This design comes from an exercise in tuning for small area and a short achievable clock period on the open sky130 flow, not from production work.
Function was checked by simulation only, so behaviour that the tests miss may differ from the original.
No activity file was given, so power comes from the tool's default toggle rates.

run A:
## float_ops
module float_ops(
	input         clk,
	input         rst_n,
	input  [31:0] add_a,
	input  [31:0] add_b,
	output [31:0] add_out,
	input  [31:0] mul_a,
	input  [31:0] mul_b,
	output [31:0] mul_out,
	input  [31:0] cmp_a,
	input  [31:0] cmp_b,
	output        cmp_gt,
	output        cmp_eq,
	output        cmp_lt,
	input  [31:0] f2i_in,
	output [31:0] f2i_out,
	input  [31:0] i2f_in,
	output [31:0] i2f_out
);
Settings: LEC_CHECK=0, CAP_MARGIN=20, CORE_MARGIN=2, CORE_UTILIZATION=40, SLEW_MARGIN=20, SYNTH_HIERARCHICAL=1, SYNTH_MINIMUM_KEEP_SIZE=0; clock period 10.0 ns.
standard.sh (not shown) runs the stock make flow with config.mk's settings and CLKGATE_MAP_FILE= SYNTH_SCRIPT=/design/flow/synth_recipe.tcl, a recipe that flattens the netlist after the stock synthesis.
==> flow/flow/run.sh <==
#!/bin/bash
set -euo pipefail
export SETUP_SLACK_MARGIN=6
export BUFFER_PORTS_ARGS="-buffer_cell sky130_fd_sc_hd__buf_1"
bash standard.sh finish > standard_flow.log 2>&1
Run A went all the way through synthesis, placement and routing and the layout is clean on timing, DRC and antenna.
Here is what was changed in the inputs of run B compared with run A.
Settings: removing SYNTH_HIERARCHICAL (formerly 1); changing CORE_UTILIZATION from 40 to 60; setting PLACE_DENSITY to 0.7 for the first time; setting SETUP_SLACK_MARGIN to 5 for the first time; removing SYNTH_MINIMUM_KEEP_SIZE (formerly 0).
==> flow/run.sh (new file) <==
#!/bin/bash
# synth_recipe.tcl (not shown) runs the flow's synth.tcl, then flattens the netlist and writes it again
# the make line also repeats each setting of config.mk as NAME=value (left out here)
make -C /OpenROAD-flow-scripts/flow DESIGN_CONFIG=/design/flow/config.mk WORK_HOME=/design/flow/orfs CLKGATE_MAP_FILE= SYNTH_SCRIPT=/design/flow/synth_recipe.tcl finish
removed: flow/flow/run.sh
removed: flow/standard.sh
==> comparison <==
- Run B | stages: all done | timing, DRC, antenna: all pass
- Compared to run A, run B has effective utilization at floorplan 20 points higher.
- Compared with run A, run B shows a clock network fraction of total power that is 0.2 points lower.
- In run B, setup slack at placement is lower than in run A.
- Run B ended up with u_f2i.int_out[11] as its end of the critical path; run A ended up with u_i2f.f_f[18].
- Re sequential share of layout area: run B and run A aren't equal, and the lower value belongs to run A.
- Share of flip-flops with an asynchronous set or reset after synthesis came out exactly the same in run B and run A.
- Routed wire length was lower in the run labelled run B.
- Diff run A -> run B | placement row count | decrease of 23
- Area of the multi-input gates: run B vs run A down 10%
- Total power: run B below run A
- Sequential power, run B and run A: lower on run B
For run C, these inputs were changed with respect to run B:
Settings: swapping 60 for 40 in CORE_UTILIZATION; clearing PLACE_DENSITY, which used to be 0.7; putting SYNTH_HIERARCHICAL at 1 where nothing was set; putting SYNTH_MINIMUM_KEEP_SIZE at 0 where nothing was set.
--- outcome ---
Delta (run C minus run B): post-synthesis share of cell area spent on full adders, half adders and majority gates lower, worst hold slack has increased, area after synthesis now larger, cell count of the worst reg-to-reg path rose 8, final estimated routing congestion in global placement shows a reduction of 4.1%.
Between run B and run C, the flow reports number of ordinary and repair buffers in the finished layout decreasing by more than 10%.
Run C: no failed stages, no open violations at the end
Run B: full flow OK, the timing, design-rule and antenna checks passed

========
## job 7825
float_ops, a different RTL version from the one above (not shown whole).
For scale: ~4100 cells after synthesis, roughly 380 flip-flops, roughly 390 I/O pins.
export LEC_CHECK = 0
export CAP_MARGIN = 20
export CORE_MARGIN = 2
export CORE_UTILIZATION = 40
export CTS_CLUSTER_DIAMETER = 150
export CTS_CLUSTER_SIZE = 24
export GPL_ROUTABILITY_DRIVEN = 0
export SLEW_MARGIN = 20
export SYNTH_HIERARCHICAL = 1
export SYNTH_MINIMUM_KEEP_SIZE = 0
create_clock -name core_clock -period 10.0 [get_ports {clk}]
==> flow/flow/run.sh <==
#!/bin/bash
set -euo pipefail
export BUFFER_PORTS_ARGS="-buffer_cell sky130_fd_sc_hd__buf_1"
export SETUP_SLACK_MARGIN=5.5
bash standard.sh finish > standard_flow.log 2>&1
Per the final summary, job 7825 finished and its layout is clean on timing, DRC and antenna.
[inputs] job 8293 vs job 7825
# job 7825
export LEC_CHECK = 0
export CAP_MARGIN = 20
export CORE_MARGIN = 2
export CORE_UTILIZATION = 40
export CTS_CLUSTER_DIAMETER = 150
export CTS_CLUSTER_SIZE = 24
export GPL_ROUTABILITY_DRIVEN = 0
export SLEW_MARGIN = 20
export SYNTH_HIERARCHICAL = 1
export SYNTH_MINIMUM_KEEP_SIZE = 0
create_clock -name core_clock -period 10.0 [get_ports {clk}]
# job 8293
export LEC_CHECK = 0
export ABC_AREA = 1
export CAP_MARGIN = 20
export CORE_MARGIN = 2
export CORE_UTILIZATION = 40
export CTS_CLUSTER_DIAMETER = 150
export CTS_CLUSTER_SIZE = 24
export SLEW_MARGIN = 20
export SYNTH_HIERARCHICAL = 1
export SYNTH_MINIMUM_KEEP_SIZE = 0
create_clock -name core_clock -period 10.0 [get_ports {clk}]
==> flow/flow/run.sh <==
#!/bin/bash
set -euo pipefail
export BUFFER_PORTS_ARGS="-buffer_cell sky130_fd_sc_hd__buf_1"
export SETUP_SLACK_MARGIN=5.75
bash standard.sh finish > standard_flow.log 2>&1
--- outcome ---
Worst setup path startpoint = f2i_in[23]: job 7825; worst setup path startpoint = u_mul.two[1]: job 8293. Job 7825 has lower area growth from synthesis to final layout than job 8293. xnor2_1 as the most common cell after layout, fill and taps aside was reported by job 7825, and nand2_1 by job 8293. For the met3 demand-to-capacity share in global routing, job 8293 came in 2.7 points higher than job 7825 did. Going from job 7825 to job 8293, the routed wire length was found to have gone up by 7200 um.
diff inputs: job 8293 => job 7865
==> flow/flow/run.sh <==
#!/bin/bash
set -euo pipefail
export BUFFER_PORTS_ARGS="-buffer_cell sky130_fd_sc_hd__buf_1"
export SETUP_SLACK_MARGIN=5.5
bash standard.sh finish > standard_flow.log 2>&1
--- outcome ---
Diff job 8293..job 7865 | clock buffer count in the final layout | unchanged
Total power of job 7865 is lower than that of job 8293.
Number of cells on the critical path in job 7865 is 4 lower than in job 8293
Diff job 7865..job 8293 | total number of multi-input combinational cells | negligible
[compare] base=job 8293 new=job 7865: average wire per cell in the routed design held steady, worst slack on hold paths did not really move.
Job 7865 vs job 8293, worst endpoint data arrival time went up by 110 ps.
Looking at clock period minus final worst setup slack across both flows, job 7865 is the weaker of the two, with job 8293 ahead.
Changes observed in job 7865 relative to job 8293: sequential share of layout area +0.16 points, fraction of power consumed by combinational cells -0.4 points.

========
## job 1209
float_ops again, from the RTL that the note above started with.
export LEC_CHECK = 0
export CAP_MARGIN = 20
export CORE_MARGIN = 2
export CORE_UTILIZATION = 40
export CTS_CLUSTER_DIAMETER = 150
export CTS_CLUSTER_SIZE = 24
export SLEW_MARGIN = 20
export SYNTH_HIERARCHICAL = 1
export SYNTH_MINIMUM_KEEP_SIZE = 0
create_clock -name core_clock -period 10.0 [get_ports {clk}]
==> flow/flow/run.sh <==
#!/bin/bash
set -euo pipefail
export BUFFER_PORTS_ARGS="-buffer_cell sky130_fd_sc_hd__buf_1"
export SETUP_SLACK_MARGIN=5.5
bash standard.sh finish > standard_flow.log 2>&1
Edits applied to the flow inputs when going from job 1209 to job 3657:
- PLACE_DENSITY now 0.75, previously not set
### Flow results
When job 3657 is set beside job 1209, its total non-filler cell area in the finished layout turns out to be 160 µm² larger.
Aggregate routed wire length was lower in job 3657 than in job 1209.
Between job 3657 and job 1209, the difference in worst hold slack is negligible.
Number of inserted filler cells in the final layout: job 3657 vs job 1209 down 358
Job 3657 and job 1209 ended up with nearly the same multi-input gate share of the layout cell area.
Count of buffers added by post-CTS timing repair for setup, job 3657 and job 1209, lower one = job 3657.
The final reports for job 3657 and job 1209 show layout-stage area growth over the synthesis result higher in the former.
Via count: job 3657 vs job 1209 up 917
Job 3657 vs job 1209 on highest attainable clock frequency: job 3657 is the lower one.
Changes in job 1106 relative to job 3657:
- PLACE_DENSITY removed (was 0.75)
==> flow/flow/run.sh <==
#!/bin/bash
set -euo pipefail
export BUFFER_PORTS_ARGS="-buffer_cell sky130_fd_sc_hd__buf_1"
export SETUP_SLACK_MARGIN=5.75
bash standard.sh finish > standard_flow.log 2>&1
==> summary.txt <==
Both conditions hold for job 1106: the flow ran to the end and the final layout passed the timing, design-rule and antenna checks.
Compared with job 3657, job 1106 shows a last weighted congestion value of the routability-driven placer that is 3.3% lower.
Taking job 3657 as the reference point, the sequential share of layout area of job 1106 falls by 0.60 points.
[compare] base=job 3657 new=job 1106: worst hold slack went up 0.0088 ns; count of plain and timing-repair buffers went up 86.
On time the final worst path needs with I/O delays and setup, the lower figure sits with job 1106, not job 3657.
Compared with job 3657, combinational-cell power consumption in job 1106 increased by a few percent.
Maximum frequency in job 1106 vs job 3657: up about 5.3%

========
float_ops, a different RTL version from the one above (not shown whole).
Size: about 4,100 cells after synthesis, roughly 370 flip-flops.
Settings: LEC_CHECK=0, CAP_MARGIN=20, CORE_MARGIN=2, CORE_UTILIZATION=40, CTS_CLUSTER_DIAMETER=150, CTS_CLUSTER_SIZE=24, SLEW_MARGIN=20, SYNTH_HIERARCHICAL=1, SYNTH_MINIMUM_KEEP_SIZE=0; clock period 10.0 ns.
==> flow/flow/run.sh <==
#!/bin/bash
set -euo pipefail
export BUFFER_PORTS_ARGS="-buffer_cell sky130_fd_sc_hd__buf_1"
export SETUP_SLACK_MARGIN=5.5
bash standard.sh finish > standard_flow.log 2>&1
Edit:
==> flow/flow/run.sh (replaced) <==
#!/bin/bash
set -euo pipefail
export BUFFER_PORTS_ARGS="-buffer_cell sky130_fd_sc_hd__buf_1"
export SETUP_SLACK_MARGIN=6
bash standard.sh finish > standard_flow.log 2>&1
- CTS_CLUSTER_DIAMETER: 150 -> unset
- CTS_CLUSTER_SIZE: 24 -> unset
=> Final cell count came out higher by 2.2%. Sequential share of layout area shrinks by 1.1 points. Worst setup slack got worse by 0.045 ns. Clock-buffer cell count climbs by 35. Area after synthesis does not change. Sequential cell count stays the same. Register-to-register slack got worse by 0.04 ns.

==> port drivers added, routing unchanged <==
Ports are ideal in the flow. The routed layouts listed here were re-timed in OpenROAD.
Step 1 assumes that a clkbuf_16 drives the clock port and a buf_2 every other input.
Step 2 moves the port delays by t, midway between the first and last clock arrival at a register: inputs arrive t later, outputs are due t later. That takes back most of the time a late clock gives input paths.
Three values: ideal ports, drivers, drivers and shift; two values: the first two.
run	shift t [ns]	setup WS [ns]	hold slack, ns	clock arrival spread, ns
run A	0.692	5.461 / 5.455 / 4.763	0.325 / 0.325 / 0.325	0.027 / 0.028
run B	0.659	4.157 / 4.058 / 3.399	0.317 / 0.317 / 0.317	0.025 / 0.025
run C	0.698	5.048 / 5.090 / 4.391	0.325 / 0.325 / 0.325	0.016 / 0.017
job 7825	0.643	5.585 / 5.576 / 4.992	0.332 / 0.332 / 0.332	0.026 / 0.026
job 8293	0.651	5.729 / 5.729 / 5.389	0.333 / 0.333 / 0.333	0.027 / 0.027
job 7865	0.651	5.553 / 5.553 / 5.211	0.333 / 0.333 / 0.333	0.032 / 0.032
job 1209	0.638	5.632 / 5.565 / 5.040	0.325 / 0.325 / 0.325	0.034 / 0.034
job 3657	0.633	5.572 / 5.601 / 4.982	0.324 / 0.324 / 0.324	0.018 / 0.018
job 1106	0.613	5.797 / 5.751 / 5.137	0.333 / 0.333 / 0.333	0.036 / 0.037
the first run of note 4	0.627	5.539 / 5.539 / 5.030	0.333 / 0.333 / 0.333	0.051 / 0.052
the second run of note 4	0.659	5.494 / 5.494 / 5.358	0.326 / 0.326 / 0.326	0.019 / 0.018
After both steps every run listed still meets setup and hold. For run B, which loses most, drivers alone change the setup slack by -0.099 ns; drivers and shift together by -0.758 ns.
